Context: an optimization exercise on an open-source flow, tuned for small area, a short achievable clock period and few clock cycles. The choices shown serve that exercise and are no tape-out recipe. Where RTL was checked, it was by simulation tests only, not by an equivalence proof against the original. The RTL of runs 1 and 2 was laid out without a check of its function. Power is estimated from default activity; no workload was simulated.

### flow/config.mk
export PLATFORM = sky130hd
export DESIGN_NAME = xlr8_float_div
export DESIGN_NICKNAME = xlr8_float_div
export VERILOG_FILES = /design/flow/design.v
export SDC_FILE = /design/flow/constraint.sdc
export NUM_CORES = 4
export LEC_CHECK = 0
export CAP_MARGIN = 20
export CORE_MARGIN = 2
export CORE_UTILIZATION = 40
export SETUP_SLACK_MARGIN = 2.0
export SLEW_MARGIN = 20
### flow/constraint.sdc
create_clock -name core_clock -period 5.0 [get_ports {clk}]
set_input_delay 1.0000 -clock core_clock [delete_from_list [all_inputs] [get_ports {clk}]]
set_output_delay 1.0000 -clock core_clock [all_outputs]
set_load 0.01 [all_outputs]
### flow/design.v
module xlr8_fdiv
  (input  logic        clk,
   input  logic        rst_n,
   input  logic        start_div,   
   input  logic        start_nop,   
   input  logic [31:0] numer,
   input  logic [31:0] denom,
   output logic        fin,
   output logic [31:0] result);
   logic [3:0]  dcnt;        
   logic        vld;         
   logic        pend;        
   logic        rnd;         
   logic [22:0] fa;          
   logic [22:0] dvs;         
   logic [25:0] dvs3;        
   logic [24:0] dvd;         
   logic [25:0] quo;         
   logic        chg;         
   logic [3:0]  dcnt_nxt;
   logic [25:0] x;
   logic [26:0] t1, t2, t3;
   logic [1:0]  q_dig;
   logic [24:0] d_nxt;
   always_comb begin
      x  = {dvd, 1'b0};
      t1 = {1'b0, x} - {3'b001, dvs};
      t2 = {1'b0, x} - {2'b01, dvs, 1'b0};
      t3 = {1'b0, x} - {1'b0, dvs3};
      if (!t3[26]) begin
         q_dig = 2'd3;
         d_nxt = {t3[23:0], 1'b0};
      end
      else if (!t2[26]) begin
         q_dig = 2'd2;
         d_nxt = {t2[23:0], 1'b0};
      end
      else if (!t1[26]) begin
         q_dig = 2'd1;
         d_nxt = {t1[23:0], 1'b0};
      end
      else begin
         q_dig = 2'd0;
         d_nxt = {x[23:0], 1'b0};
      end
   end
   logic [7:0]  exp_n, exp_d, exp_q;
   logic        n_nan, d_nan, n_inf, d_inf, n_0, d_0;
   logic        norm;
   logic [22:0] inc, m_rnd;
   logic [31:0] q_out;
   always_comb begin
      exp_n = numer[30:23];
      exp_d = denom[30:23];
      n_nan = (exp_n == 8'hff) && (numer[22:0] != 0);
      d_nan = (exp_d == 8'hff) && (denom[22:0] != 0);
      n_inf = (exp_n == 8'hff) && (numer[22:0] == 0);
      d_inf = (exp_d == 8'hff) && (denom[22:0] == 0);
      n_0 = (exp_n == 0);
      d_0 = (exp_d == 0);
      norm = quo[25];
      exp_q = exp_n - exp_d + 8'd126 + {7'd0, norm};
      inc = quo[24:2] + 23'd1;
      if (norm)          
        m_rnd = quo[1] ? inc : quo[24:2];
      else               
        m_rnd = (quo[1] && quo[0]) ? {inc[21:0], 1'b0}
                                   : {quo[23:2], quo[1] | quo[0]};
      if (n_nan || d_nan || (n_0 && d_0) || (n_inf && d_inf))
        q_out = 32'h7fffffff;
      else if (n_inf || d_0)
        q_out = {numer[31] ^ denom[31], 8'hff, 23'h0};
      else if (n_0 || d_inf)
        q_out = {numer[31] ^ denom[31], 31'h0};
      else
        q_out = {numer[31] ^ denom[31], exp_q, m_rnd};
   end
   assign chg = !vld || (numer[22:0] != fa) || (denom[22:0] != dvs);
   assign dcnt_nxt = chg ? 4'd0 : (dcnt == 4'd13) ? dcnt : dcnt + 4'd1;
   assign fin = (pend || start_div) && (dcnt_nxt == 4'd13);
   always_ff @(posedge clk or negedge rst_n)
     if (!rst_n) begin
        vld  <= 1'b0;
        dcnt <= 4'd0;
        pend <= 1'b0;
        rnd  <= 1'b0;
     end
     else begin
        vld  <= 1'b1;
        dcnt <= dcnt_nxt;
        pend <= (pend || start_div) && !fin;
        rnd  <= fin;
     end
   always_ff @(posedge clk)
     begin
        fa <= numer[22:0];
        dvs <= denom[22:0];
        dvs3 <= {2'b01, denom[22:0]} + {1'b1, denom[22:0], 1'b0};
     end
   always_ff @(posedge clk)
     if (chg)
       dvd <= {2'b01, numer[22:0]};
     else if (dcnt != 4'd13) begin
        dvd <= d_nxt;
        quo <= {quo[23:0], q_dig};
     end
   always_ff @(posedge clk or negedge rst_n)
     if (!rst_n)
       result <= 32'h0;
     else if (start_nop)
       result <= 32'h0;
     else if (rnd)
       result <= q_out;
endmodule  
`timescale 1 ns / 1 ns
module xlr8_xf
  (input  logic        clk,
   input  logic        rstn,
   input  logic [5:0]  adr,
   input  logic [7:0]  dbus_in,
   output logic [7:0]  dbus_out,
   input  logic        iore,
   input  logic        iowe,
   output logic        out_en,
   output logic        start_div,   
   output logic        start_nop,   
   input  logic        fin,         
   input  logic [31:0] result);
   logic [6:0] ctrl_reg;
   logic       flag;       
   logic       unsup;      
   logic       ctrl_we;
   logic       status_re;
   logic       start;
   logic [7:0] rbyte;
   logic [7:0] creg;
   assign ctrl_we   = iowe && (adr == 6'h10);
   assign status_re = iore && (adr == 6'h11);
   assign start     = ctrl_we && dbus_in[6];
   assign start_div = start && (dbus_in[2:0] == 3'd3);
   assign start_nop = start && (dbus_in[2:0] != 3'd3);
   assign out_en = iore && !adr[5] &&
                   (adr[4] ? (adr[3:1] == 3'b000) : (adr[3:2] == 2'b11));
   always_comb begin
      case (adr[1:0])
        2'd0:    rbyte = result[7:0];
        2'd1:    rbyte = result[15:8];
        2'd2:    rbyte = result[23:16];
        default: rbyte = result[31:24];
      endcase
      creg = adr[0] ? {flag, unsup, 6'h00} : {1'b0, ctrl_reg};
      dbus_out = adr[4] ? creg : rbyte;
   end
   always_ff @(posedge clk or negedge rstn)
     if (!rstn)
       ctrl_reg <= 7'h00;
     else if (ctrl_we)
       ctrl_reg <= dbus_in[6:0];
   always_ff @(posedge clk or negedge rstn)
     if (!rstn) begin
        flag  <= 1'b0;
        unsup <= 1'b0;
     end
     else if (start_nop) begin
        flag  <= 1'b1;
        unsup <= 1'b1;
     end
     else if (fin) begin
        flag  <= 1'b1;
        unsup <= 1'b0;
     end
     else if (start) begin
        flag  <= 1'b0;
        unsup <= 1'b0;
     end
     else if (status_re)
       flag <= 1'b0;
endmodule
`timescale 1 ns / 1 ns
module xlr8_float_div
  (input  logic        clk,
   input  logic        rstn,
   input  logic [5:0]  adr,
   input  logic [7:0]  dbus_in,
   output logic [7:0]  dbus_out,
   input  logic        iore,
   input  logic        iowe,
   output logic        out_en,
   input  logic [31:0] opa,    
   input  logic [31:0] opb     
   );
   logic        start_div;
   logic        start_nop;
   logic        fin;
   logic [31:0] result;
   xlr8_xf xf_inst
     (.clk       (clk),
      .rstn      (rstn),
      .adr       (adr),
      .dbus_in   (dbus_in),
      .dbus_out  (dbus_out),
      .iore      (iore),
      .iowe      (iowe),
      .out_en    (out_en),
      .start_div (start_div),
      .start_nop (start_nop),
      .fin       (fin),
      .result    (result));
   xlr8_fdiv fdiv_inst
     (.clk       (clk),
      .rst_n     (rstn),
      .start_div (start_div),
      .start_nop (start_nop),
      .numer     (opa),
      .denom     (opb),
      .fin       (fin),
      .result    (result));
endmodule
### flow/run.sh
#!/bin/bash
# synth_recipe.tcl (not shown) runs the flow's synth.tcl, then flattens the netlist and writes it again
# the make line also repeats each setting of config.mk as NAME=value (left out here)
make -C /OpenROAD-flow-scripts/flow DESIGN_CONFIG=/design/flow/config.mk WORK_HOME=/design/flow/orfs CLKGATE_MAP_FILE= SYNTH_SCRIPT=/design/flow/synth_recipe.tcl finish
==> reports/results.txt, run 1 <==
Core Rows = 66
TritonCTS clock tree = done
Area added between synthesis and finish = 27.80%
Number of endpoints failing setup at the final stage = 0
Boundary Pins = 91
Number of slew-limit violations in the final report = 0
Total number of H-tree levels = 4
Post-route cell area = 16710 um^2
Slew of the pin with the lowest slew margin = 1.171 ns
Metal2 WL = 19660 um
Wirelength per Cell = 18.53 um
Detail-routed via count per cell = 5.624
Number of synthesized flops with an enable pin = 49
Remaining DRCs = 0
Power density of the placed cells = 262.9 nW/um^2
Post-CTS Hold Buffers = 0
Cells after synthesis = 1534
Fraction of registers with async set/reset = 0.2824
Final Instance Count excl. Fillers = 2147
Critical Path Fanout Max = 4
Post-synth net total = 1743
Total number of vias = 12075
Longest Clk Path Bufs = 2
Setup_tns = 0 ns
Overflow left after global routing = 0
Post-Place Cells = 2034
Met1 wire length = 17260 um
Register with the highest flop count = fdiv_inst.result
Crit. End Element = register
Normalized max-slew margin = 0.2181
Remaining number of nets flagged by the antenna check after routing = 0
Final clock skew = 0.02338 ns
Worst hold slack = 0.4807 ns
Routability Congestion = 0.9105
Static leakage = 7.124 nW
Final Net Count = 1901
Skew-Pair Late Insertion Delay = 0.45 ns
Height of the chip = 184.8 um
Seq cells post-synth = 170
Critical path data required time = 5.31 ns
Total clock sinks = 170
Min-delay src = xf_inst.ctrl_reg[6]$_DFFE_PN0P_
Largest registers ranked by flip-flop count = fdiv_inst.result: 32 flops, fdiv_inst.quo: 26 flops
Max rail drop VDD = 0.2258 mV
Clock slew at reported path FFs = 0.07 ns
Cell Area, Synth = 13080 um^2
Sort of element at the start of the critical path = register
I/O Buffers = 89
Chip Width = 184.8 um
Beginning of the worst register-to-register path = fdiv_inst.dvd[0]$_SDFFCE_PN0P_
Sequential-to-total area share from yosys stat = 0.3161
Pin count of the biggest net entering global routing = 59
Number of global-route vias before repair = 11653
Dominant synthesized flop cell = dfxtp_1
Initial antenna violation count = 0
Worst hold-check path type = reg2reg
Number of detailed-routing iterations run before antenna repair = 8
Inserted Clock Buffers = 17
Effective utilization at floorplan = 0.4040
Drt first-iter violations = 817
Min Clock Period, post-route = 3.309 ns
FMAX = 0.3022 GHz
Clock root buffer master = clkbuf_16
Ratio of cells with drive above 1 in the final layout = 0.1971
Path type of the worst setup path = reg2reg
Die area = 34160 um^2
Hold Fails Final Rpt = 0
Startpoint of the worst setup timing path = fdiv_inst.dvd[0]$_SDFFCE_PN0P_
Global-route wire length before repair = 61380 um
ANT cells = 0
Number of warnings reported in the yosys synthesis log = 2
Placeable core area = 32370 um^2
Max Cap Violations = 0
Arrival time at the worst endpoint = 3.62 ns
Post-route fraction of the period consumed by the critical path = 0.6618
Routed length on met3 = 1958 um
Sum of routed wire length over all layers = 39790 um
Run status = timing/DRC/antenna clean
Flip-flop count of the largest register after layout = 32
Unique cell type count in the Yosys netlist = 87
Top Metal Used = met4
Cell area reported after detailed placement = 14530 um^2
Setup repair after global routing missed its margin = yes
Average cell area after synthesis = 8.526 um^2
Dpl hpwl = 28500 um
Total Routing Usage GR = 0.2297
==> cells in the mapped netlist (all sizes together), types with 6 or more instances <==
| master | number | area (um^2) |
|---|---|---|
| a211oi | 16 | 130.1 |
| a21o | 36 | 270.3 |
| a21oi | 118 | 594.3 |
| a31o | 6 | 61.31 |
| a31oi | 32 | 200.2 |
| and2 | 7 | 43.80 |
| and3 | 15 | 98.84 |
| buf | 14 | 85.08 |
| clkbuf | 37 | 138.9 |
| dfrtp | 48 | 1201 |
| dfxtp | 73 | 1461 |
| edfxtp | 49 | 1471 |
| ha | 122 | 1526 |
| inv | 135 | 506.7 |
| mux2 | 7 | 78.83 |
| mux2i | 19 | 190.2 |
| nand2 | 99 | 371.6 |
| nand2b | 17 | 106.4 |
| nand3 | 37 | 185.2 |
| nand4 | 41 | 256.5 |
| nor2 | 123 | 461.7 |
| nor2b | 11 | 68.82 |
| nor3 | 25 | 125.1 |
| nor4 | 18 | 112.6 |
| o211ai | 15 | 112.6 |
| o21a | 19 | 150.1 |
| o21ai | 132 | 675.7 |
| o21bai | 17 | 127.6 |
| o221a | 9 | 101.4 |
| o31ai | 8 | 65.06 |
| xnor2 | 107 | 937.2 |
| xor2 | 37 | 324.1 |
==> cell type report <==
type	instances	area, um^2
fillers	2995	15660
well taps	442	553.0
multi-input cells	1185	9265
repair buffers	183	1655
clock inverters	14	150.1
clock buffers	18	439.2
flip-flops and latches	170	4135
inverters	135	516.7
==> critical path: stages, from the launching register on <==
cell	delay, ns
edfxtp_1	0.40
inv_2	0.06
buf_4	0.13
fa_2	0.35
nand2b_4	0.16
a21oi_4	0.14
o211a_1	0.23
nor4_2	0.06
buf_4	0.15
or4_4	0.52
a21oi_2	0.16
buf_6	0.16
nor2_4	0.04
a22o_1	0.23
a311oi_2	0.26
a21o_1	0.12
==> report_power, final <==
part / internal [mW] / switching (mW) / total (mW)
Clock: 0.684 / 0.661 / 1.35
Combinational: 0.692 / 0.801 / 1.49
Sequential: 1.50 / 0.0513 / 1.56
==> logic make-up (layout without fill, tap and decap cells) <==
| family | Yosys count | in the layout | share of synthesized area |
|---|---|---|---|
| flops | 170 | 170 | 0.3161 |
| xor+xnor | 144 | 144 | 0.09643 |
| compound gates | 465 | 471 | 0.2309 |
| mux | 28 | 28 | 0.02401 |
| buf+inv | 186 | 350 | 0.05587 |
| fa+ha+maj | 127 | 127 | 0.1244 |
| other cells | 1 | 1 | 0.0002867 |
| simple gates | 413 | 414 | 0.1520 |
==> path summary, 6_finish.rpt <==
check / to / slack, ns / cells after the start
setup / recovery: fdiv_inst.dvd[17]$_DFFE_PP_ / 1.69 / 15
hold / removal: xf_inst.ctrl_reg[6]$_DFFE_PN0P_ / 0.48 / 2
setup reg to reg: fdiv_inst.dvd[17]$_DFFE_PP_ / 1.69 / 15
hold reg to reg: xf_inst.ctrl_reg[6]$_DFFE_PN0P_ / 0.48 / 2
max in group asynchronous: fdiv_inst.pend$_DFF_PN0_ / 3.89 / 2
min in group asynchronous: fdiv_inst.result[21]$_DFFE_PN0P_ / 0.68 / 2
==> repair_timing <==
item / in CTS / in global routing
gates cloned: 6 / 1
resized for setup: 212 / 96
pin swaps: 57 / 49
setup buffers: 50 / 24
endpoints found under the setup margin: 136 / 103
==> layout by cell type (no fill, tap or decap), types with 48 or more instances in the layout <==
cell      count
nand2_1      97
dfxtp_1      72
edfxtp_1     49
a21oi_1     101
ha_1        101
nor2_1      117
dfrtp_1      48
o21ai_0      91
xnor2_1      92
buf_4        82
inv_1       129
==> per-stage QoR <==
step	total power [mW]	utilization	worst slack, ns
floorplan	2.465	-	1.924
global placement	2.796	0.4489	0.7910
detailed placement	2.810	0.4489	0.7833
CTS	4.301	0.4988	1.793
global route	4.613	0.5164	1.631
finish	4.394	0.5164	1.691
==> routing by layer <==
| metal | global-route usage | vias to the layer above |
|---|---|---|
| li1 | - | 5879 |
| met1 | 0.2899 | 5743 |
| met2 | 0.4100 | 395 |
| met3 | 0.02654 | 58 |
| met4 | 0.06921 | 0 |
| met5 | 0 | - |
==> inputs of run 2 (changes only) <==
--- a/flow/design.v
+++ b/flow/design.v
@@ -100,10 +100,11 @@
    always_ff @(posedge clk)
      if (chg)
        dvd <= {2'b01, numer[22:0]};
-     else if (dcnt != 4'd13) begin
-        dvd <= d_nxt;
-        quo <= {quo[23:0], q_dig};
-     end
+     else
+       dvd <= d_nxt;
+   always_ff @(posedge clk)
+     if (!chg && dcnt != 4'd13)
+       quo <= {quo[23:0], q_dig};
    always_ff @(posedge clk or negedge rst_n)
      if (!rst_n)
        result <= 32'h0;
==> reports/results.txt, run 2 <==
Run status = timing/DRC/antenna clean
Worst Setup Slack post-DPL = 0.6039 ns (-0.1794 ns)
Core Rows = 65 (-1.5%)
Critical Path Fanout Max = 5 (+1)
Number of warnings reported in the yosys synthesis log = 2 (unchanged)
Unique cell type count in the Yosys netlist = 85 (-2.3%)
Final Net Count = 1913 (+0.63%)
Min-delay src = xf_inst.ctrl_reg[6]$_DFFE_PN0P_
Path type of the worst setup path = in2reg
Flip-flop count of the largest register after layout = 32 (unchanged)
Critical path data required time = 5.38 ns (+0.07 ns)
Crit. End Element = register
Worst hold-check path type = reg2reg
Total number of H-tree levels = 4 (unchanged)
Logic depth of the worst register-to-register path = 14 (-1)
Fraction of registers with async set/reset = 0.2824 (unchanged)
Largest registers ranked by flip-flop count = fdiv_inst.result: 32 flops, fdiv_inst.quo: 26 flops
Drt first-iter violations = 768 (-6.0%)
Die area = 33780 um^2 (-1.1%)
Number of synthesized flops with an enable pin = 26 (-47%)
I/O Buffers = 89 (unchanged)
Pin count of the biggest net entering global routing = 38 (-36%)
Sequential standard cell area = 3936 um^2 (-4.8%)
Max rail drop VDD = 0.2540 mV (+12%)
Longest Clk Path Bufs = 2 (unchanged)
Endpoint of the worst hold path = xf_inst.ctrl_reg[6]$_DFFE_PN0P_
Normalized max-slew margin = 0.3024 (+0.08432)
Number of endpoints failing setup at the final stage = 0 (unchanged)
TritonCTS clock tree = done
Overflow left after global routing = 0 (unchanged)
Cell Area, Synth = 12930 um^2 (-1.1%)
Top library cells by usage in the layout, fill and taps aside = 126 x nor2_1, 119 x a21oi_1, 118 x inv_1
Most numerous cell in the Yosys netlist = inv_1
Placeable core area = 31720 um^2 (-2.0%)
Number of filler cells placed in the layout = 2948 (-1.6%)
Chip Width = 183.8 um (-0.56%)
Total number of vias = 11944 (-1.1%)
Footprint of the multi-input gates = 9291 um^2 (+0.28%)
Global-route wire length before repair = 59160 um (-3.6%)
Number of stages on the worst hold path = 2 (unchanged)
Post-synth net total = 1767 (+1.4%)
Initial antenna violation count = 0 (unchanged)
Static leakage = 7.191 nW (+0.93%)
Reg-to-reg setup timing slack = 2.00 ns (+0.31 ns)
Effective utilization at floorplan = 0.4077 (+0.003625)
Boundary Pins = 91 (unchanged)
Power density of the placed cells = 257.4 nW/um^2 (-2.1%)
Post-route fraction of the period consumed by the critical path = 0.6172 (-0.04461)
Final clock skew = 0.01821 ns (-0.005167 ns)
Number of detailed-routing iterations run before antenna repair = 7 (-1)
FMAX = 0.3240 GHz (+7.2%)
Ratio of cells with drive above 1 in the final layout = 0.2009 (+0.003864)
Max Cap Violations = 0 (unchanged)
Sort of element at the start of the critical path = primary input
Inserted Clock Buffers = 17 (unchanged)
Register with the highest flop count = fdiv_inst.result
Setup_tns = 0 ns (unchanged)
Average cell area after synthesis = 8.299 um^2 (-2.7%)
Routability Congestion = 0.9656 (+6.1%)
Dominant synthesized flop cell = dfxtp_1
Arrival time at the worst endpoint = 3.46 ns (-0.16 ns)
Critical register-to-register path endpoint = fdiv_inst.dvd[24]$_SDFF_PP0_
Skew-Pair Late Insertion Delay = 0.46 ns (about the same)
Remaining number of nets flagged by the antenna check after routing = 0 (unchanged)
Sum of routed wire length over all layers = 38610 um (-3.0%)
Slew of the pin with the lowest slew margin = 1.046 ns (-0.1243 ns)
Most area-hungry cell type in the Yosys netlist = dfxtp_1
Most frequent standard cell in the layout excluding fill and tap cells = nor2_1
Beginning of the worst register-to-register path = fdiv_inst.dvs[1]$_DFF_P_
Detail-routed via count per cell = 5.637 (+0.22%)
Wirelength per Cell = 18.22 um (-1.7%)
Total clock sinks = 170 (unchanged)
Min Clock Period, post-route = 3.086 ns (-0.2231 ns)
Setup repair after global routing missed its margin = yes
Area added between synthesis and finish = 28.10%
Cells after synthesis = 1558 (+1.6%)
Height of the chip = 183.8 um (-0.56%)
Total Routing Usage GR = 0.2244 (-0.005252)
Seq cells post-synth = 170 (unchanged)
Cell types with the highest counts after synthesis = 133 x inv_1, 131 x a21oi_1, 131 x nor2_1
Hold Fails Final Rpt = 0 (unchanged)
Worst Slack Setup Final = 1.914 ns (+0.2231 ns)
ANT cells = 0 (unchanged)
Number of slew-limit violations in the final report = 0 (unchanged)
Clock slew at reported path FFs = 0.07 ns (about the same)
Sequential-to-total area share from yosys stat = 0.3019 (-0.01417)
Remaining DRCs = 0 (unchanged)
Synth top area share = 0.1486 (+0.03192)
Synth area leaders = dfxtp_1 15%, ha_1 12%, dfrtp_1 9.3%, edfxtp_1 6.0%, xor2_1 5.4%
Number of global-route vias before repair = 11289 (-3.1%)
Clock root buffer master = clkbuf_16
Dpl hpwl = 28110 um (-1.4%)
run 2: logic make-up after synthesis:
kind of cell | after synthesis | synth area share
fa+ha+maj | 127 | 0.1258
simple gates | 435 | 0.1607
mux | 27 | 0.02371
compound gates | 457 | 0.2244
buf+inv | 185 | 0.05748
flops | 170 | 0.3019
xor+xnor | 156 | 0.1057
other cells | 1 | 0.0002900
run 2: worst max-delay path by stage:
| stage | from | endpoint | slack, ns | depth (start not counted) |
|---|---|---|---|---|
| floorplan | opb[0] | fdiv_inst.dvs3[23]$_DFF_P_ | 1.79 | 13 |
| global placement | opb[2] | fdiv_inst.result[19]$_DFFE_PN0P_ | 0.63 | 11 |
| detailed placement | opb[1] | fdiv_inst.result[19]$_DFFE_PN0P_ | 0.60 | 11 |
| CTS | opb[1] | fdiv_inst.dvs3[23]$_DFF_P_ | 1.93 | 14 |
| global route | opb[2] | fdiv_inst.dvs3[23]$_DFF_P_ | 1.78 | 13 |
| finish | opb[6] | fdiv_inst.dvs3[23]$_DFF_P_ | 1.91 | 13 |
run 2: critical path: stages:
cell and delay [ns]:
clkdlybuf4s15_2 0.25, inv_1 0.06, ha_1 0.31, o21ai_0 0.12
nand2b_1 0.10, a21oi_1 0.09, a211oi_2 0.33, nor2_2 0.08
o31a_1 0.30, a2111oi_4 0.39, nor2_1 0.07, o21bai_1 0.21
xnor2_1 0.14
run 2: repair_timing:
action / in CTS / in global routing
hold buffers: 0 / 0
resized for setup: 250 / 125
setup buffers: 37 / 30
pin swaps: 58 / 82
endpoints found under the setup margin: 107 / 96
gates cloned: 1 / 5
run 2: power by group:
| part | internal [mW] | leakage, nW | switching [mW] |
|---|---|---|---|
| registers | 1.48 | 1.67 | 0.0569 |
| logic | 0.672 | 5.25 | 0.783 |
| clock network | 0.681 | 0.269 | 0.593 |
run 2: layer usage:
metal,share of wire,up-vias,global-route usage
li1,-,5867,-
met1,0.46,5604,0.3050
met2,0.44,399,0.3540
met3,0.057,74,0.03764
met4,0.036,0,0.09088
met5,0,-,0
run 2: final cells by class:
class,instances,share of cell area
inverter,134,0.03082
multi-input combinational,1203,0.5610
sequential,170,0.2376
clock inverter,12,0.005288
clock buffer,20,0.02825
tap,402,0.03037
timing repair buffer,178,0.1067
run 2: through the flow:
stage                 util  std cells  power, mW  instance area (um^2)  hold slack, ns
floorplan                -       1558      2.423                 12970          0.4206
global placement    0.4492       2013      2.754                 14250          0.4508
detailed placement  0.4498       2014      2.771                 14270          0.4485
CTS                 0.4989       2084      4.162                 15830          0.4751
global route        0.5222       2119      4.502                 16560          0.4937
finish              0.5222       2119      4.264                 16560          0.4751
==> inputs of run 3 (changes only) <==
--- a/flow/design.v
+++ b/flow/design.v
@@ -52,10 +52,10 @@
    always_comb begin
       exp_n = numer[30:23];
       exp_d = denom[30:23];
-      n_nan = (exp_n == 8'hff) && (numer[22:0] != 0);
-      d_nan = (exp_d == 8'hff) && (denom[22:0] != 0);
-      n_inf = (exp_n == 8'hff) && (numer[22:0] == 0);
-      d_inf = (exp_d == 8'hff) && (denom[22:0] == 0);
+      n_nan = (exp_n == 8'hff) && (fa != 0);
+      d_nan = (exp_d == 8'hff) && (dvs != 0);
+      n_inf = (exp_n == 8'hff) && (fa == 0);
+      d_inf = (exp_d == 8'hff) && (dvs == 0);
       n_0 = (exp_n == 0);
       d_0 = (exp_d == 0);
       norm = quo[25];
--- a/flow/config.mk
+++ b/flow/config.mk
@@ -7,6 +7,6 @@
 export LEC_CHECK = 0
 export CAP_MARGIN = 20
 export CORE_MARGIN = 2
-export CORE_UTILIZATION = 40
-export SETUP_SLACK_MARGIN = 2.0
+export CORE_UTILIZATION = 45
+export SETUP_SLACK_MARGIN = 2.1
 export SLEW_MARGIN = 20
==> reports/results.txt, run 3 <==
Setup repair after global routing missed its margin = yes
Dpl hpwl = 32470 um (+15%)
Critical path data required time = 4.00 ns (-1.38 ns)
Initial antenna violation count = 0 (unchanged)
Pin count of the biggest net entering global routing = 57 (+50%)
Sort of element at the start of the critical path = primary input
Min-delay src = xf_inst.ctrl_reg[6]$_DFFE_PN0P_
Wirelength per Cell = 21.52 um (+18%)
Effective utilization at floorplan = 0.4572 (+0.04952)
Number of detailed-routing iterations run before antenna repair = 7 (unchanged)
Critical register-to-register path endpoint = fdiv_inst.dvd[20]$_DFF_P_
Max rail drop VDD = 0.2569 mV (+1.2%)
Area added between synthesis and finish = 33.50%
CP max stage cell = o221a_2
Skew-Pair Late Insertion Delay = 0.46 ns (about the same)
FMAX = 0.3293 GHz (+1.6%)
Synth area leaders = dfxtp_1 15%, ha_1 11%, dfrtp_1 9.1%, xnor2_1 6.9%, edfxtp_1 5.9%
Power density of the placed cells = 259.7 nW/um^2 (+0.90%)
Worst path top cell family by delay = buffers and inverters
I/O Buffers = 89 (unchanged)
Endpoint of the worst hold path = xf_inst.ctrl_reg[6]$_DFFE_PN0P_
Beginning of the worst register-to-register path = fdiv_inst.dvd[0]$_SDFF_PN0_
Longest Clk Path Bufs = 2 (unchanged)
Cell area reported after detailed placement = 14490 um^2 (+1.6%)
Sum of routed wire length over all layers = 45840 um (+19%)
Cell Area, Synth = 13160 um^2 (+1.8%)
Number of synthesized flops with an enable pin = 26 (unchanged)
Worst hold-check path type = reg2reg
Min Clock Period, post-route = 3.037 ns (-0.04943 ns)
Final Net Count = 1931 (+0.94%)
Grt peak-use layer = met2
Drt first-iter violations = 925 (+20%)
Post-route fraction of the period consumed by the critical path = 0.6073 (-0.009886)
Total clock sinks = 170 (unchanged)
Met2 layer usage reported by global route = 0.4572 (+0.1032)
Average cell area after synthesis = 8.418 um^2 (+1.4%)
Total number of vias = 12944 (+8.4%)
Ordered cell list for the critical path = buf_12, buf_12, buf_16, mux2i_4, o21ai_2, o221a_2, buf_6
Dominant synthesized flop cell = dfxtp_1
Worst path bufs/invs = 4 (+2)
Largest registers ranked by flip-flop count = fdiv_inst.result: 32 flops, fdiv_inst.quo: 26 flops
TritonCTS clock tree = done
Static leakage = 7.324 nW (+1.8%)
Global Route met3 Usage = 0.04156 (+0.003919)
Number of slew-limit violations in the final report = 0 (unchanged)
ANT cells = 0 (unchanged)
Placeable core area = 28780 um^2 (-9.3%)
Number of stages on the worst hold path = 2 (unchanged)
Chip Width = 175.0 um (-4.8%)
Remaining number of nets flagged by the antenna check after routing = 0 (unchanged)
Clock root buffer master = clkbuf_16
Post-route cell area = 17570 um^2 (+6.1%)
Routability Congestion = 0.9143 (-5.3%)
Global-route wire length before repair = 68630 um (+16%)
Total number of H-tree levels = 4 (unchanged)
Fraction of registers with async set/reset = 0.2824 (unchanged)
Crit. End Element = output pin
Cell types with the highest counts after synthesis = 124 x a21oi_1, 118 x inv_1, 111 x ha_1
Met1 track demand over resource = 0.3933 (+0.08832)
Ratio of cells with drive above 1 in the final layout = 0.2566 (+0.05565)
Detail-routed via count per cell = 6.077 (+7.8%)
Arrival time at the worst endpoint = 2.04 ns (-1.42 ns)
Height of the chip = 175.0 um (-4.8%)
Reg-to-reg setup timing slack = 2.08 ns (+0.08 ns)
Die area = 30620 um^2 (-9.3%)
Logic depth of the worst register-to-register path = 14 (unchanged)
Total Routing Usage GR = 0.2874 (+0.06298)
Clock slew at reported path FFs = 0.07 ns (about the same)
Inserted Clock Buffers = 17 (unchanged)
Core Rows = 62 (-4.6%)
Unique cell type count in the Yosys netlist = 94 (+11%)
Boundary Pins = 91 (unchanged)
Path type of the worst setup path = in2out
Worst Slack Setup Final = 1.963 ns (+0.04943 ns)
Remaining DRCs = 0 (unchanged)
Worst Setup Slack post-DPL = 0.8405 ns (+0.2366 ns)
Most numerous cell in the Yosys netlist = a21oi_1
Final clock skew = 0.01649 ns (-0.001724 ns)
Hold Fails Final Rpt = 0 (unchanged)
Top library cells by usage in the layout, fill and taps aside = 107 x nand2_1, 105 x a21oi_1, 103 x inv_1
Most frequent standard cell in the layout excluding fill and tap cells = nand2_1
Run status = timing/DRC/antenna clean
Most area-hungry cell type in the Yosys netlist = dfxtp_1
Flip-flop count of the largest register after layout = 32 (unchanged)
Post-synth net total = 1761 (-0.34%)
Number of warnings reported in the yosys synthesis log = 2 (unchanged)
Normalized max-slew margin = 0.3526 (+0.05013)
Register with the highest flop count = fdiv_inst.result
Sequential-to-total area share from yosys stat = 0.2967 (-0.005225)
Synth top area share = 0.1461 (-0.002572)
Post-CTS Hold Buffers = 0 (unchanged)
Critical Path Fanout Max = 6 (+1)
Largest incremental delay on the critical path = 0.22 ns (-0.17 ns)
Slew of the pin with the lowest slew margin = 0.9711 ns (-0.07519 ns)
Seq cells post-synth = 170 (unchanged)
Most common cell on crit path = buf_12
Max Cap Violations = 0 (unchanged)
Number of endpoints failing setup at the final stage = 0 (unchanged)
Number of global-route vias before repair = 12241 (+8.4%)
Setup_tns = 0 ns (unchanged)
Overflow left after global routing = 0 (unchanged)
Cells after synthesis = 1563 (+0.32%)
==> run 3: cell types whose count changed after synthesis, moves of 14 or more <==
cell | previous run | this run
inv_1 | 133 | 118
nand3_1 | 29 | 54
nor2_1 | 131 | 84
o211ai_1 | 16 | 30
xnor2_1 | 76 | 103
xor2_1 | 80 | 35
==> run 3: power by group <==
| part | internal (mW) | total (mW) | leakage [nW] | switching (mW) |
|---|---|---|---|---|
| sequential | 1.47 | 1.54 | 1.69 | 0.0681 |
| combinational | 0.763 | 1.67 | 5.34 | 0.904 |
| clock | 0.701 | 1.36 | 0.292 | 0.655 |
==> run 3: metal layers <==
layer,share of wire,routed length (um)
met1,0.45,20420
met2,0.46,21130
met3,0.060,2735
met4,0.034,1547
met5,0,0
==> run 3: final cells by class <==
class	count	area, um^2
Inverter	119	475.5
Timing Repair Buffer	193	1974
Clock inverter	12	121.4
Tap cell	384	480.5
Sequential cell	170	3951
Clock buffer	20	466.7
Fill cell	2521	11210
Multi-Input combinational cell	1232	10100
==> run 3: worst min-delay path, delay by kind of cell (launching register included) <==
kind,cells,cell delay [ns]
flip-flops,1,0.35
AND/OR/NAND/NOR,2,0.10
==> run 3: cells by family after synthesis <==
kind of cell / Yosys count / synth area share
AO/OA/AOI/OAI: 489 / 0.2428
AND/OR/NAND/NOR: 457 / 0.1781
flip-flops: 170 / 0.2967
buffers and inverters: 165 / 0.05363
XOR/XNOR: 138 / 0.09186
adder cells (fa/ha/maj): 116 / 0.1132
multiplexers: 27 / 0.02349
other: 1 / 0.0002850
==> run 3: worst max path at each step <==
| stage | from | endpoint | slack [ns] | cells past startpoint |
|---|---|---|---|---|
| detailed placement | adr[1] | out_en | 0.84 | 5 |
| finish | adr[0] | dbus_out[3] | 1.96 | 7 |
| global placement | adr[1] | out_en | 0.86 | 5 |
| global route | adr[0] | dbus_out[1] | 1.94 | 7 |
| CTS | adr[0] | dbus_out[3] | 1.96 | 6 |
| floorplan | opb[0] | fdiv_inst.dvs3[23]$_DFF_P_ | 2.02 | 12 |
==> run 3: metrics by stage <==
| step | total power, mW | hold slack [ns] | util | std cells |
|---|---|---|---|---|
| finish | 4.562 | 0.4848 | 0.6103 | 2130 |
| global route | 4.765 | 0.5149 | 0.6103 | 2130 |
| CTS | 4.341 | 0.4841 | 0.5630 | 2080 |
| detailed placement | 2.844 | 0.4661 | 0.5034 | 2004 |
| global placement | 2.834 | 0.4611 | 0.5034 | 2004 |
| floorplan | 2.464 | 0.4206 | - | 1563 |
==> run 3: what timing repair did <==
action / CTS / global route
pin swaps: 72 / 102
resized for setup: 290 / 251
endpoints found under the setup margin: 108 / 101
gates cloned: 5 / 7
buffers inserted: 39 / 43
Testbench counts of run 3, summed over its fixed seeds: cycles 35,992.
==> inputs of run 4 (changes only) <==
--- a/flow/config.mk
+++ b/flow/config.mk
@@ -7,6 +7,6 @@
 export LEC_CHECK = 0
 export CAP_MARGIN = 20
 export CORE_MARGIN = 2
-export CORE_UTILIZATION = 45
-export SETUP_SLACK_MARGIN = 2.1
+export CORE_UTILIZATION = 40
+export SETUP_SLACK_MARGIN = 1.9
 export SLEW_MARGIN = 20
==> reports/results.txt, run 4 <==
Run status = timing/DRC/antenna clean
Setup repair after global routing missed its margin = no
Synth top area share = 0.1461 (unchanged)
Critical path data required time = 5.39 ns (+1.39 ns)
I/O Buffers = 89 (unchanged)
Effective utilization at floorplan = 0.4054 (-0.05175)
Skew-Pair Late Insertion Delay = 0.45 ns (about the same)
Worst hold slack = 0.4674 ns (-0.01740 ns)
Inserted Clock Buffers = 17 (unchanged)
Worst path top cell family by delay = simple AND/OR/NAND/NOR gates
Total number of H-tree levels = 4 (unchanged)
Drt first-iter violations = 866 (-6.4%)
Chip Width = 185.4 um (+5.9%)
Arrival time at the worst endpoint = 3.51 ns (+1.47 ns)
Cell Area, Synth = 13160 um^2 (unchanged)
Sum of routed wire length over all layers = 41240 um (-10%)
Global-route wire length before repair = 62710 um (-8.6%)
Unique cell type count in the Yosys netlist = 94 (unchanged)
Synth area leaders = dfxtp_1 15%, ha_1 11%, dfrtp_1 9.1%, xnor2_1 6.9%, edfxtp_1 5.9%
FMAX = 0.3214 GHz (-2.4%)
Number of stages on the worst hold path = 0 (-2)
Number of detailed-routing iterations run before antenna repair = 5 (-2)
Normalized max-slew margin = 0.3648 (+0.01225)
Total clock sinks = 170 (unchanged)
Cell area reported after detailed placement = 14430 um^2 (-0.37%)
Longest Clk Path Bufs = 2 (unchanged)
Critical Path Fanout Max = 10 (+4)
TritonCTS clock tree = done
Number of slew-limit violations in the final report = 0 (unchanged)
Synthesized-area fraction occupied by and/or/nand/nor cells = 0.1781 (unchanged)
Post-synth net total = 1761 (unchanged)
Final Net Count = 1884 (-2.4%)
Total number of vias = 12337 (-4.7%)
Sort of element at the start of the critical path = primary input
Path type of the worst setup path = in2reg
Most area-hungry cell type in the Yosys netlist = dfxtp_1
Number of global-route vias before repair = 11696 (-4.5%)
Number of endpoints failing setup at the final stage = 0 (unchanged)
Max Cap Violations = 0 (unchanged)
Sequential-to-total area share from yosys stat = 0.2967 (unchanged)
Routability Congestion = 0.9380 (+2.6%)
Area added between synthesis and finish = 21.66%
Cells after synthesis = 1563 (unchanged)
Sequential standard cell area = 3914 um^2 (-0.95%)
Number of filler cells placed in the layout = 3119 (+24%)
Xor-xnor portion of the synthesized cell area = 0.09186 (unchanged)
Initial antenna violation count = 0 (unchanged)
Compound-gate portion of the synthesized area = 0.2428 (unchanged)
Post-route fraction of the period consumed by the critical path = 0.6223 (+0.01498)
Height of the chip = 185.4 um (+5.9%)
Pin count of the biggest net entering global routing = 57 (unchanged)
Slew of the pin with the lowest slew margin = 0.9528 ns (-0.01838 ns)
Static leakage = 6.685 nW (-8.7%)
Remaining DRCs = 0 (unchanged)
ANT cells = 0 (unchanged)
Boundary Pins = 91 (unchanged)
Overflow left after global routing = 0 (unchanged)
Fraction of registers with async set/reset = 0.2824 (unchanged)
Ordered cell list for the critical path = clkdlybuf4s50_1, xnor2_1, nand4_1, nor4_4, and3_4, o211ai_4, a211oi_1, a211o_1
Clock slew at reported path FFs = 0.07 ns (about the same)
Final clock skew = 0.007526 ns (-0.008961 ns)
Largest family of logic cells by synthesized area = compound AO/OA/AOI/OAI gates
Dominant synthesized flop cell = dfxtp_1
Max rail drop VDD = 0.2537 mV (-1.3%)
Seq cells post-synth = 170 (unchanged)
Post-CTS Hold Buffers = 0 (unchanged)
Ratio of cells with drive above 1 in the final layout = 0.1466 (-0.1100)
Crit. End Element = register
Count of cell instances traversed by the critical path = 8 (+1)
Flip-flop count of the largest register after layout = 32 (unchanged)
Logic depth of the worst register-to-register path = 13 (-1)
CP max stage cell = clkdlybuf4s50_1
Hold Fails Final Rpt = 0 (unchanged)
Number of warnings reported in the yosys synthesis log = 2 (unchanged)
Average cell area after synthesis = 8.418 um^2 (unchanged)
Core Rows = 66 (+6.5%)
Power density of the placed cells = 267.2 nW/um^2 (+2.9%)
Most frequent standard cell in the layout excluding fill and tap cells = a21oi_1
Worst hold-check path type = reg2reg
Largest registers ranked by flip-flop count = fdiv_inst.result: 32 flops, fdiv_inst.quo: 26 flops
Largest incremental delay on the critical path = 0.55 ns (+0.33 ns)
Detail-routed via count per cell = 5.762 (-5.2%)
Mux share of post-synthesis cell area = 0.02349 (unchanged)
Remaining number of nets flagged by the antenna check after routing = 0 (unchanged)
Cell types with the highest counts after synthesis = 124 x a21oi_1, 118 x inv_1, 111 x ha_1
Worst path bufs/invs = 1 (-3)
Register with the highest flop count = fdiv_inst.result
Die area = 34360 um^2 (+12%)
Top library cells by usage in the layout, fill and taps aside = 115 x a21oi_1, 112 x inv_1, 108 x nand2_1
Worst Setup Slack post-DPL = 0.7064 ns (-0.1341 ns)
Setup_tns = 0 ns (unchanged)
Wirelength per Cell = 19.26 um (-10%)
Dpl hpwl = 30920 um (-4.8%)
Post-route cell area = 16010 um^2 (-8.9%)
Most numerous cell in the Yosys netlist = a21oi_1
Footprint of the multi-input gates = 9190 um^2 (-9.0%)
Adder and majority gate portion of the synthesized area = 0.1132 (unchanged)
Min Clock Period, post-route = 3.112 ns (+0.07492 ns)
Share of the core filled with cells in the final layout = 0.4933 (-0.1171)
Worst Slack Setup Final = 1.888 ns (-0.07492 ns)
Number of synthesized flops with an enable pin = 26 (unchanged)
Total Routing Usage GR = 0.2370 (-0.05042)
Placeable core area = 32450 um^2 (+13%)
Clock root buffer master = clkbuf_16
## run 4: repair_timing
| action | in CTS | in global routing |
|---|---|---|
| pin swaps | 25 | 30 |
| cloned | 2 | 1 |
| setup buffers | 30 | 18 |
| resized for setup | 129 | 77 |
| endpoints found under the setup margin | 87 | 44 |
## run 4: routing by layer
layer | vias to the layer above | GRT usage | routed length (um)
met4 | 0 | 0.1365 | 2322
li1 | 5990 | - | -
met3 | 89 | 0.03087 | 1633
met1 | 5918 | 0.2953 | 17660
met5 | - | 0 | 0
met2 | 340 | 0.3931 | 19620
## run 4: power breakdown
| group | internal (mW) | switching [mW] | total [mW] |
|---|---|---|---|
| clock network | 0.732 | 0.592 | 1.32 |
| logic | 0.624 | 0.803 | 1.43 |
| registers | 1.47 | 0.0535 | 1.53 |
## run 4: final cells by class
type / count / area share
tap: 442 / 0.03455
sequential: 170 / 0.2445
clock inverter: 12 / 0.007191
timing repair buffer: 147 / 0.08223
clock buffer: 20 / 0.02923
inverter: 119 / 0.02822
multi-input combinational: 1231 / 0.5741
## run 4: final timing paths
check,from,endpoint,slack [ns]
worst max register to register,fdiv_inst.dvs[0]$_DFF_P_,fdiv_inst.dvd[9]$_DFF_P_,2.00
max in group asynchronous,rstn,fdiv_inst.result[2]$_DFFE_PN0P_,4.00
worst min register to register,fdiv_inst.quo[0]$_SDFFCE_PN1P_,fdiv_inst.quo[2]$_DFFE_PP_,0.47
worst max-delay path,opa[17],fdiv_inst.dvd[14]$_DFF_P_,1.89
worst min-delay path,fdiv_inst.quo[0]$_SDFFCE_PN1P_,fdiv_inst.quo[2]$_DFFE_PP_,0.47
min in group asynchronous,rstn,xf_inst.ctrl_reg[3]$_DFFE_PN0P_,0.55
## run 4: logic make-up after synthesis
group | after synthesis
flip-flops | 170
adder cells (fa/ha/maj) | 116
XOR/XNOR | 138
AO/OA/AOI/OAI | 489
AND/OR/NAND/NOR | 457
other | 1
multiplexers | 27
buffers and inverters | 165
## run 4: stage by stage
step | power (mW) | std cells
after floorplan | 2.453 | 1563
after global placement | 2.807 | 2058
after detailed placement | 2.822 | 2058
after CTS | 4.209 | 2122
after global routing | 4.488 | 2141
final | 4.277 | 2141
==> inputs of run 5 (changes only) <==
--- a/flow/config.mk
+++ b/flow/config.mk
@@ -8,5 +8,5 @@
 export CAP_MARGIN = 20
 export CORE_MARGIN = 2
 export CORE_UTILIZATION = 40
-export SETUP_SLACK_MARGIN = 1.9
+export SETUP_SLACK_MARGIN = 2.0
 export SLEW_MARGIN = 20
==> reports/results.txt, run 5 <==
Largest incremental delay on the critical path = 0.50 ns (-0.05 ns)
Seq cells post-synth = 170 (unchanged)
Post-route fraction of the period consumed by the critical path = 0.5955 (-0.02681)
Largest registers ranked by flip-flop count = fdiv_inst.result: 32 flops, fdiv_inst.quo: 26 flops
Number of slew-limit violations in the final report = 0 (unchanged)
Initial antenna violation count = 1 (+1)
Dpl hpwl = 30680 um (-0.80%)
Boundary Pins = 91 (unchanged)
Core Rows = 66 (unchanged)
Clock slew at reported path FFs = 0.07 ns (about the same)
Slew of the pin with the lowest slew margin = 0.9175 ns (-0.03522 ns)
Effective utilization at floorplan = 0.4054 (unchanged)
I/O Buffers = 89 (unchanged)
Min Clock Period, post-route = 2.978 ns (-0.1340 ns)
Sum of routed wire length over all layers = 41750 um (+1.2%)
Number of endpoints failing setup at the final stage = 0 (unchanged)
Critical Path Fanout Max = 17 (+7)
Top library cells by usage in the layout, fill and taps aside = 108 x a21oi_1, 107 x nand2_1, 101 x inv_1
Hold Fails Final Rpt = 0 (unchanged)
Unique cell type count in the Yosys netlist = 94 (unchanged)
Cells after synthesis = 1563 (unchanged)
Overflow left after global routing = 0 (unchanged)
Normalized max-slew margin = 0.3883 (+0.02348)
Post-route cell area = 16650 um^2 (+4.0%)
Post-synth net total = 1761 (unchanged)
Number of global-route vias before repair = 11812 (+0.99%)
Final Instance Count excl. Fillers = 2171 (+1.4%)
Power density of the placed cells = 267.1 nW/um^2 (about the same)
Critical path data required time = 5.33 ns (-0.06 ns)
Detail-routed via count per cell = 5.730 (-0.57%)
Number of filler cells placed in the layout = 3096 (-0.74%)
Most numerous cell in the Yosys netlist = a21oi_1
Pin count of the biggest net entering global routing = 57 (unchanged)
TritonCTS clock tree = done
Setup_tns = 0 ns (unchanged)
Cell Area, Synth = 13160 um^2 (unchanged)
Total Routing Usage GR = 0.2362 (-0.0007857)
Post-Place Cells = 2056 (-0.097%)
Ordered cell list for the critical path = clkdlybuf4s50_1, xnor2_1, nand4_1, nor4_4, buf_4, nand3_4, buf_6, and2_0, a211o_1
Area added between synthesis and finish = 26.58%
Most frequent standard cell in the layout excluding fill and tap cells = a21oi_1
Register with the highest flop count = fdiv_inst.result
FMAX = 0.3358 GHz (+4.5%)
Static leakage = 6.995 nW (+4.6%)
Number of warnings reported in the yosys synthesis log = 2 (unchanged)
Internal Dissipation = 2.992 mW (+5.8%)
Wirelength per Cell = 19.23 um (-0.16%)
Setup repair after global routing missed its margin = yes
Remaining number of nets flagged by the antenna check after routing = 0 (unchanged)
Ratio of cells with drive above 1 in the final layout = 0.2078 (+0.06120)
Net switching component of the power = 1.456 mW (+0.49%)
Synth area leaders = dfxtp_1 15%, ha_1 11%, dfrtp_1 9.1%, xnor2_1 6.9%, edfxtp_1 5.9%
Worst path bufs/invs = 3 (+2)
Number of detailed-routing iterations run before antenna repair = 6 (+1)
Height of the chip = 185.4 um (unchanged)
Clock root buffer master = clkbuf_16
Clock Power Share = 0.316 (+0.006)
Net Sw Frac = 0.3272 (-0.01145)
Post-CTS Hold Buffers = 0 (unchanged)
Chip Width = 185.4 um (unchanged)
Total number of H-tree levels = 4 (unchanged)
Worst Setup Slack post-DPL = 0.7444 ns (+0.03805 ns)
Fraction of registers with async set/reset = 0.2824 (unchanged)
Cell area reported after detailed placement = 14460 um^2 (+0.15%)
Worst path top cell family by delay = buffers and inverters
Sequential-to-total area share from yosys stat = 0.2967 (unchanged)
Dominant synthesized flop cell = dfxtp_1
Final clock skew = 0.01088 ns (+0.003351 ns)
Final Net Count = 1913 (+1.5%)
Inserted Clock Buffers = 17 (unchanged)
Total clock sinks = 170 (unchanged)
Synth top area share = 0.1461 (unchanged)
Routability Congestion = 0.9290 (-0.96%)
Max Cap Violations = 0 (unchanged)
Average cell area after synthesis = 8.418 um^2 (unchanged)
Flip-flop count of the largest register after layout = 32 (unchanged)
Path type of the worst setup path = in2reg
Skew-Pair Late Insertion Delay = 0.44 ns (about the same)
Placeable core area = 32450 um^2 (unchanged)
Die area = 34360 um^2 (unchanged)
Global-route wire length before repair = 62630 um (-0.13%)
Worst Slack Setup Final = 2.022 ns (+0.1340 ns)
CP max stage cell = clkdlybuf4s50_1
Sort of element at the start of the critical path = primary input
Run status = timing/DRC/antenna clean
Worst hold-check path type = reg2reg
Number of synthesized flops with an enable pin = 26 (unchanged)
Sequential fraction of design power = 0.344 (-0.013)
Max rail drop VDD = 0.2613 mV (+3.0%)
Share of the core filled with cells in the final layout = 0.5132 (+0.01993)
Cell types with the highest counts after synthesis = 124 x a21oi_1, 118 x inv_1, 111 x ha_1
Total power draw = 4.448 mW (+4.0%)
Arrival time at the worst endpoint = 3.31 ns (-0.20 ns)
Longest Clk Path Bufs = 2 (unchanged)
Relative contribution of combinational cells to total power = 0.340 (+0.006)
Worst hold slack = 0.4724 ns (+0.004963 ns)
Total number of vias = 12439 (+0.83%)
Most area-hungry cell type in the Yosys netlist = dfxtp_1
Crit. End Element = register
Remaining DRCs = 0 (unchanged)
Drt first-iter violations = 677 (-22%)
-- run 5: cell families (layout without fill, tap and decap cells) --
family	Yosys count	after routing	synth area share
AOI/OAI and AO/OA	489	491	0.2428
and+or+nand+nor	457	461	0.1781
DFF	170	170	0.2967
buffers and inverters	165	324	0.05363
xor gates and xnor gates	138	138	0.09186
adders and majority gates	116	116	0.1132
muxes	27	27	0.02349
other	1	2	0.0002850
-- run 5: final timing paths --
path,from,end,slack (ns),cells after the start
min,fdiv_inst.quo[0]$_SDFFCE_PN1P_,fdiv_inst.quo[2]$_DFFE_PP_,0.47,0
min in group asynchronous,rstn,xf_inst.ctrl_reg[4]$_DFFE_PN0P_,0.65,2
min reg2reg,fdiv_inst.quo[0]$_SDFFCE_PN1P_,fdiv_inst.quo[2]$_DFFE_PP_,0.47,0
max reg2reg,fdiv_inst.dvd[0]$_SDFF_PN0_,fdiv_inst.dvd[18]$_DFF_P_,2.06,11
max,opa[6],fdiv_inst.dvd[14]$_DFF_P_,2.02,9
max in group asynchronous,rstn,fdiv_inst.dcnt[0]$_DFF_PN0_,3.90,2
-- run 5: routing by layer --
layer / vias up / part of all wire / GRT usage
met3: 120 / 0.047 / 0.03775
met2: 385 / 0.47 / 0.3942
met5: - / 0 / 0
met1: 5865 / 0.42 / 0.2845
li1: 6069 / - / -
met4: 0 / 0.062 / 0.1454
-- run 5: worst register-to-register path, stage by stage, from the launching register on --
cell,delay (ns)
dfxtp_4,0.35
buf_4,0.15
ha_1,0.28
nor2b_1,0.14
o2111a_1,0.29
o21ai_2,0.23
a211oi_1,0.16
or2_2,0.36
o41ai_2,0.35
xor2_1,0.28
o211a_1,0.17
o21ai_1,0.05
-- run 5: cell type report --
cell class / count / area [um^2] / share of cell area
clock inverters: 8 / 103.9 / 0.006235
well taps: 442 / 553.0 / 0.03321
repair buffers: 173 / 1503 / 0.09023
diodes: 1 / 2.502 / 0.0001503
inverters: 119 / 452.9 / 0.02720
multi-input cells: 1234 / 9582 / 0.5753
flip-flops and latches: 170 / 3930 / 0.2360
clock buffers: 24 / 528.0 / 0.03170
-- run 5: power groups by stage --
stage | registers (mW) | clock network (mW) | logic, mW
global placement | 1.55 | 0 | 1.25
detailed placement | 1.56 | 0 | 1.27
finish | 1.53 | 1.41 | 1.51
global route | 1.54 | 1.48 | 1.65
floorplan | 1.54 | 0 | 0.921
CTS | 1.53 | 1.42 | 1.37
-- run 5: repair_timing --
action | in CTS | in global routing
resized for setup | 160 | 168
buffers inserted | 42 | 34
cloned | 3 | 3
setup endpoints to repair | 110 | 76
pin swaps | 44 | 58
hold endpoints to repair | 0 | 0
==> inputs of run 6 (changes only) <==
--- a/flow/config.mk
+++ b/flow/config.mk
@@ -8,5 +8,7 @@
 export CAP_MARGIN = 20
 export CORE_MARGIN = 2
 export CORE_UTILIZATION = 40
+export CTS_BUF_LIST = sky130_fd_sc_hd__clkbuf_2 sky130_fd_sc_hd__clkbuf_4 sky130_fd_sc_hd__clkbuf_8
+export CTS_CLUSTER_SIZE = 30
 export SETUP_SLACK_MARGIN = 2.0
 export SLEW_MARGIN = 20
==> reports/results.txt, run 6 <==
Synth top area share = 0.1461 (unchanged)
Internal Dissipation = 2.727 mW (-8.9%)
Sequential standard cell area = 3924 um^2 (-0.16%)
Overflow left after global routing = 0 (unchanged)
I/O Buffers = 89 (unchanged)
Synth area leaders = dfxtp_1 15%, ha_1 11%, dfrtp_1 9.1%, xnor2_1 6.9%, edfxtp_1 5.9%
Most frequent standard cell in the layout excluding fill and tap cells = a21oi_1
Worst hold slack = 0.4790 ns (+0.006614 ns)
Register with the highest flop count = fdiv_inst.result
Worst Setup Slack post-DPL = 0.7444 ns (unchanged)
Critical path data required time = 4.00 ns (-1.33 ns)
Clock slew at reported path FFs = 0.09 ns (+0.02 ns)
Number of slew-limit violations in the final report = 0 (unchanged)
Clock root buffer master = clkbuf_8
Total number of H-tree levels = 4 (unchanged)
Number of detailed-routing iterations run before antenna repair = 5 (-1)
Relative contribution of combinational cells to total power = 0.360 (+0.020)
Sequential-to-total area share from yosys stat = 0.2967 (unchanged)
Ratio of cells with drive above 1 in the final layout = 0.1903 (-0.01742)
Largest incremental delay on the critical path = 0.28 ns (-0.22 ns)
Number of global-route vias before repair = 11875 (+0.53%)
Clock Power Share = 0.270 (-0.046)
Slew of the pin with the lowest slew margin = 0.9134 ns (-0.004164 ns)
Skew-Pair Late Insertion Delay = 0.48 ns (+0.04 ns)
Fraction of registers with async set/reset = 0.2824 (unchanged)
Longest Clk Path Bufs = 2 (unchanged)
Area added between synthesis and finish = 23.48%
Net switching component of the power = 1.403 mW (-3.6%)
CP max stage cell = dlygate4sd2_1
Power density of the placed cells = 254.2 nW/um^2 (-4.8%)
Number of synthesized flops with an enable pin = 26 (unchanged)
Run status = timing/DRC/antenna clean
Total Routing Usage GR = 0.2361 (about the same)
Final clock skew = 0.01646 ns (+0.005585 ns)
Remaining DRCs = 0 (unchanged)
Ordered cell list for the critical path = buf_12, mux2i_1, o21ai_0, o221a_2, dlygate4sd2_1
Post-CTS Hold Buffers = 0 (unchanged)
Setup repair after global routing missed its margin = yes
Effective utilization at floorplan = 0.4054 (unchanged)
Post-synth net total = 1761 (unchanged)
Number of stages on the worst hold path = 0 (unchanged)
Max Cap Violations = 0 (unchanged)
Global-route wire length before repair = 62510 um (-0.20%)
Total clock sinks = 170 (unchanged)
Dominant synthesized flop cell = dfxtp_1
Total number of vias = 12422 (-0.14%)
Cell types with the highest counts after synthesis = 124 x a21oi_1, 118 x inv_1, 111 x ha_1
Post-route fraction of the period consumed by the critical path = 0.5953 (about the same)
Chip Width = 185.4 um (unchanged)
Cell Area, Synth = 13160 um^2 (unchanged)
Worst Slack Setup Final = 2.024 ns (+0.001270 ns)
Routability Congestion = 0.9290 (unchanged)
Detail-routed via count per cell = 5.748 (+0.33%)
Inserted Clock Buffers = 17 (unchanged)
Die area = 34360 um^2 (unchanged)
Sort of element at the start of the critical path = primary input
Core Rows = 66 (unchanged)
Most area-hungry cell type in the Yosys netlist = dfxtp_1
Most numerous cell in the Yosys netlist = a21oi_1
Crit. End Element = output pin
Sequential fraction of design power = 0.370 (+0.026)
Drt first-iter violations = 737 (+8.9%)
Max rail drop VDD = 0.1729 mV (-34%)
Number of endpoints failing setup at the final stage = 0 (unchanged)
Pin count of the biggest net entering global routing = 57 (unchanged)
Static leakage = 6.783 nW (-3.0%)
Unique cell type count in the Yosys netlist = 94 (unchanged)
Total power draw = 4.130 mW (-7.1%)
Sum of routed wire length over all layers = 41630 um (-0.30%)
Remaining number of nets flagged by the antenna check after routing = 0 (unchanged)
Normalized max-slew margin = 0.3911 (+0.002776)
Arrival time at the worst endpoint = 1.98 ns (-1.33 ns)
Final Net Count = 1903 (-0.52%)
Seq cells post-synth = 170 (unchanged)
Wirelength per Cell = 19.26 um (+0.16%)
Footprint of the multi-input gates = 9455 um^2 (-1.3%)
Flip-flop count of the largest register after layout = 32 (unchanged)
Setup_tns = 0 ns (unchanged)
TritonCTS clock tree = done
Initial antenna violation count = 1 (unchanged)
FMAX = 0.3360 GHz (about the same)
Top library cells by usage in the layout, fill and taps aside = 112 x a21oi_1, 107 x nand2_1, 102 x inv_1
Height of the chip = 185.4 um (unchanged)
Net Sw Frac = 0.3397 (+0.01251)
Average cell area after synthesis = 8.418 um^2 (unchanged)
Number of filler cells placed in the layout = 3141 (+1.5%)
Dpl hpwl = 30680 um (unchanged)
Worst hold-check path type = reg2reg
Number of warnings reported in the yosys synthesis log = 2 (unchanged)
Cells after synthesis = 1563 (unchanged)
Largest registers ranked by flip-flop count = fdiv_inst.result: 32 flops, fdiv_inst.quo: 26 flops
Critical Path Fanout Max = 16 (-1)
Hold Fails Final Rpt = 0 (unchanged)
Logic depth of the worst register-to-register path = 12 (+1)
Boundary Pins = 91 (unchanged)
Placeable core area = 32450 um^2 (unchanged)
Min Clock Period, post-route = 2.976 ns (-0.001270 ns)
Path type of the worst setup path = in2out
## run 6: per-layer routing
metal / track usage / vias up / routed length (um)
met5: 0 / - / 0
met3: 0.04247 / 105 / 2060
met2: 0.3882 / 364 / 19480
li1: - / 6053 / -
met4: 0.1543 / 0 / 2719
met1: 0.2828 / 5900 / 17370
## run 6: logic make-up after synthesis
group,synth area share
xor gates and xnor gates,0.09186
muxes,0.02349
AOI/OAI and AO/OA,0.2428
and+or+nand+nor,0.1781
other,0.0002850
DFF,0.2967
buffers and inverters,0.05363
adders and majority gates,0.1132
## run 6: cell type report
class                      instances  area share
timing repair buffer             163     0.08648
tap                              442     0.03404
antenna                            1   0.0001540
multi-input combinational       1234      0.5820
inverter                         119     0.02788
clock inverter                    10     0.01009
clock buffer                      22     0.01787
sequential                       170      0.2415
## run 6: per-stage QoR
stage	cell area [um^2]	utilization	std cells
after floorplan	13220	-	1563
after global placement	14460	0.4454	2056
after detailed placement	14460	0.4454	2056
after CTS	15640	0.4818	2135
after global routing	16240	0.5005	2160
final	16250	0.5006	2161
## run 6: worst paths after layout
path	start	end	slack, ns
max	adr[0]	dbus_out[2]	2.02
min	fdiv_inst.quo[0]$_SDFFCE_PN1P_	fdiv_inst.quo[2]$_DFFE_PP_	0.48
max reg2reg	fdiv_inst.dvs[3]$_DFF_P_	fdiv_inst.dvd[23]$_SDFF_PP1_	2.04
min reg2reg	fdiv_inst.quo[0]$_SDFFCE_PN1P_	fdiv_inst.quo[2]$_DFFE_PP_	0.48
max in group asynchronous	rstn	fdiv_inst.dcnt[0]$_DFF_PN0_	3.95
min in group asynchronous	rstn	xf_inst.ctrl_reg[4]$_DFFE_PN0P_	0.61
## run 6: what timing repair did
action | in CTS | in global routing
gates resized for setup | 151 | 138
buffers inserted | 43 | 22
endpoints found under the setup margin | 101 | 74
cloned | 4 | 3
pin swaps | 38 | 52
## run 6: power by group through the flow
stage          clock network [mW]  logic, mW  registers, mW
2_1_floorplan                   0      0.921           1.54
3_3_place_gp                    0       1.25           1.55
3_5_place_dp                    0       1.27           1.56
4_1_cts                      1.14       1.37           1.52
5_1_grt                      1.19       1.63           1.54
6_report                     1.11       1.49           1.53
## run 6: critical path: cells and delay by family
kind	cells	cell delay, ns
buffers and inverters	2	0.41
muxes	1	0.19
AOI/OAI and AO/OA	2	0.37
==> inputs of run 7 (changes only) <==
--- a/flow/config.mk
+++ b/flow/config.mk
@@ -8,7 +8,7 @@
 export CAP_MARGIN = 20
 export CORE_MARGIN = 2
 export CORE_UTILIZATION = 40
-export CTS_BUF_LIST = sky130_fd_sc_hd__clkbuf_2 sky130_fd_sc_hd__clkbuf_4 sky130_fd_sc_hd__clkbuf_8
-export CTS_CLUSTER_SIZE = 30
+export CTS_BUF_LIST = sky130_fd_sc_hd__clkbuf_4 sky130_fd_sc_hd__clkbuf_8
+export CTS_CLUSTER_SIZE = 50
 export SETUP_SLACK_MARGIN = 2.0
 export SLEW_MARGIN = 20
==> reports/results.txt, run 7 <==
Post-CTS Hold Buffers = 0 (unchanged)
Cell types with the highest counts after synthesis = 124 x a21oi_1, 118 x inv_1, 111 x ha_1
Setup_tns = 0 ns (unchanged)
Dpl hpwl = 30680 um (unchanged)
Effective utilization at floorplan = 0.4054 (unchanged)
Register with the highest flop count = fdiv_inst.result
Post-route fraction of the period consumed by the critical path = 0.5953 (unchanged)
Final Net Count = 1903 (unchanged)
Worst hold-check path type = reg2reg
Number of filler cells placed in the layout = 3141 (unchanged)
Sequential standard cell area = 3924 um^2 (unchanged)
Synth area leaders = dfxtp_1 15%, ha_1 11%, dfrtp_1 9.1%, xnor2_1 6.9%, edfxtp_1 5.9%
Sort of element at the start of the critical path = primary input
I/O Buffers = 89 (unchanged)
Power density of the placed cells = 254.2 nW/um^2 (unchanged)
Total power draw = 4.130 mW (unchanged)
Max Cap Violations = 0 (unchanged)
Metal2 WL = 19480 um (unchanged)
Seq cells post-synth = 170 (unchanged)
Setup repair after global routing missed its margin = yes
Slew of the pin with the lowest slew margin = 0.9134 ns (unchanged)
Flip-flop count of the largest register after layout = 32 (unchanged)
Synth top area share = 0.1461 (unchanged)
Top Metal Used = met4
Unique cell type count in the Yosys netlist = 94 (unchanged)
Fraction of registers with async set/reset = 0.2824 (unchanged)
Area added between synthesis and finish = 23.48% (unchanged)
Arrival time at the worst endpoint = 1.98 ns (about the same)
Global-route wire length before repair = 62510 um (unchanged)
Height of the chip = 185.4 um (unchanged)
Drt first-iter violations = 737 (unchanged)
Max rail drop VDD = 0.1729 mV (unchanged)
Post-synth net total = 1761 (unchanged)
Most numerous cell in the Yosys netlist = a21oi_1
Inserted Clock Buffers = 17 (unchanged)
Critical path data required time = 4.00 ns (about the same)
TritonCTS clock tree = done
Critical Path Fanout Max = 16 (unchanged)
Initial antenna violation count = 1 (unchanged)
Core Rows = 66 (unchanged)
Routed length on met3 = 2060 um (unchanged)
Placeable core area = 32450 um^2 (unchanged)
Skew-Pair Late Insertion Delay = 0.48 ns (about the same)
Routability Congestion = 0.9290 (unchanged)
Number of slew-limit violations in the final report = 0 (unchanged)
Met1 wire length = 17370 um (unchanged)
Cell Area, Synth = 13160 um^2 (unchanged)
Number of synthesized flops with an enable pin = 26 (unchanged)
Remaining number of nets flagged by the antenna check after routing = 0 (unchanged)
Remaining DRCs = 0 (unchanged)
Total Routing Usage GR = 0.2361 (unchanged)
Largest registers ranked by flip-flop count = fdiv_inst.result: 32 flops, fdiv_inst.quo: 26 flops
Dominant synthesized flop cell = dfxtp_1
Total number of H-tree levels = 4 (unchanged)
Total number of vias = 12422 (unchanged)
Most area-hungry cell type in the Yosys netlist = dfxtp_1
Pin count of the biggest net entering global routing = 57 (unchanged)
Reg-to-reg setup timing slack = 2.04 ns (about the same)
Sequential-to-total area share from yosys stat = 0.2967 (unchanged)
Wirelength per Cell = 19.26 um (unchanged)
Chip Width = 185.4 um (unchanged)
Most frequent standard cell in the layout excluding fill and tap cells = a21oi_1
Detail-routed via count per cell = 5.748 (unchanged)
Top library cells by usage in the layout, fill and taps aside = 112 x a21oi_1, 107 x nand2_1, 102 x inv_1
Min Clock Period, post-route = 2.976 ns (unchanged)
Sum of routed wire length over all layers = 41630 um (unchanged)
Longest Clk Path Bufs = 2 (unchanged)
Number of endpoints failing setup at the final stage = 0 (unchanged)
Run status = timing/DRC/antenna clean
Hold Fails Final Rpt = 0 (unchanged)
Crit. End Element = output pin
Ratio of cells with drive above 1 in the final layout = 0.1903 (unchanged)
Static leakage = 6.783 nW (unchanged)
Clock slew at reported path FFs = 0.09 ns (about the same)
Path type of the worst setup path = in2out
Number of detailed-routing iterations run before antenna repair = 5 (unchanged)
Boundary Pins = 91 (unchanged)
Normalized max-slew margin = 0.3911 (unchanged)
Number of global-route vias before repair = 11875 (unchanged)
Final clock skew = 0.01646 ns (unchanged)
Cells after synthesis = 1563 (unchanged)
Number of warnings reported in the yosys synthesis log = 2 (unchanged)
Worst hold slack = 0.4790 ns (unchanged)
Overflow left after global routing = 0 (unchanged)
Footprint of the multi-input gates = 9455 um^2 (unchanged)
Clock root buffer master = clkbuf_8
Average cell area after synthesis = 8.418 um^2 (unchanged)
Die area = 34360 um^2 (unchanged)
FMAX = 0.3360 GHz (unchanged)
Total clock sinks = 170 (unchanged)
-- run 7: cell counts after synthesis --
No cell type changed its count.
-- run 7: layout make-up --
type | instances | area share
antenna | 1 | 0.0001540
clock buffer | 22 | 0.01787
inverter | 119 | 0.02788
sequential | 170 | 0.2415
clock inverter | 10 | 0.01009
timing repair buffer | 163 | 0.08648
tap | 442 | 0.03404
multi-input combinational | 1234 | 0.5820
-- run 7: worst paths after layout --
kind	cells past startpoint	startpoint	end
setup / recovery	5	adr[0]	dbus_out[2]
hold / removal	0	fdiv_inst.quo[0]$_SDFFCE_PN1P_	fdiv_inst.quo[2]$_DFFE_PP_
setup reg to reg	12	fdiv_inst.dvs[3]$_DFF_P_	fdiv_inst.dvd[23]$_SDFF_PP1_
hold reg to reg	0	fdiv_inst.quo[0]$_SDFFCE_PN1P_	fdiv_inst.quo[2]$_DFFE_PP_
max in group asynchronous	2	rstn	fdiv_inst.dcnt[0]$_DFF_PN0_
min in group asynchronous	2	rstn	xf_inst.ctrl_reg[4]$_DFFE_PN0P_
-- run 7: repair_timing --
item,in CTS,in global routing
pin swaps,38,52
cloned,4,3
setup buffers,43,22
gates resized for setup,151,138
endpoints found under the setup margin,101,74
-- run 7: kinds of logic (layout without fill, tap and decap cells) --
logic type / after synthesis / after routing / share of synthesized area
adders and majority gates: 116 / 116 / 0.1132
and+or+nand+nor: 457 / 461 / 0.1781
DFF: 170 / 170 / 0.2967
buffers and inverters: 165 / 314 / 0.05363
xor gates and xnor gates: 138 / 138 / 0.09186
other: 1 / 2 / 0.0002850
muxes: 27 / 27 / 0.02349
AOI/OAI and AO/OA: 489 / 491 / 0.2428
-- run 7: per-layer routing --
layer  vias to the layer above  track usage
li1                       6053            -
met1                      5900       0.2828
met2                       364       0.3882
met3                       105      0.04247
met4                         0       0.1543
met5                         -            0
-- run 7: worst max-delay path: stages --
cell	delay, ns
buf_12	0.13
mux2i_1	0.19
o21ai_0	0.10
o221a_2	0.27
dlygate4sd2_1	0.28
-- run 7: power breakdown --
part	switching, mW	leakage, nW	internal [mW]
clock network	0.517	0.232	0.598
registers	0.0560	1.69	1.47
logic	0.831	4.86	0.657
total	1.40	6.78	2.73
-- run 7: metrics by stage --
stage          setup WS (ns)  std cells    util  cell area (um^2)
3_5_place_dp          0.7444       2056  0.4454             14460
3_3_place_gp          0.7409       2056  0.4454             14460
6_report               2.024       2161  0.5006             16250
4_1_cts                1.996       2135  0.4818             15640
2_1_floorplan          2.001       1563       -             13220
5_1_grt                1.958       2160  0.5005             16240

what the ideal ports hide:
Ports are ideal in the flow. The routed layouts listed here were re-timed in OpenROAD.
Step 1 assumes that a clkbuf_16 drives the clock port and a buf_2 every other input.
Step 2 times the ports against the registers' clock, not the clock port: input delays grow and output delays shrink by t, the midpoint of the rising clock arrivals with the driver on.
Slacks: ideal ports / drivers / drivers and shift; pairs: ideal ports / drivers.
run | shift t [ns] | setup slack, ns
run 1 | 0.483 | 1.691 / 1.691 / 1.295
run 2 | 0.493 | 1.914 / 1.886 / 1.424
run 3 | 0.504 | 1.963 / 1.908 / 1.586
run 4 | 0.493 | 1.888 / 1.913 / 1.420
run 5 | 0.481 | 2.022 / 1.973 / 1.528
run 6 | 0.510 | 2.024 / 1.961 / 1.556
run 7 | 0.510 | 2.024 / 1.961 / 1.556
After both steps every run listed still meets setup and hold.
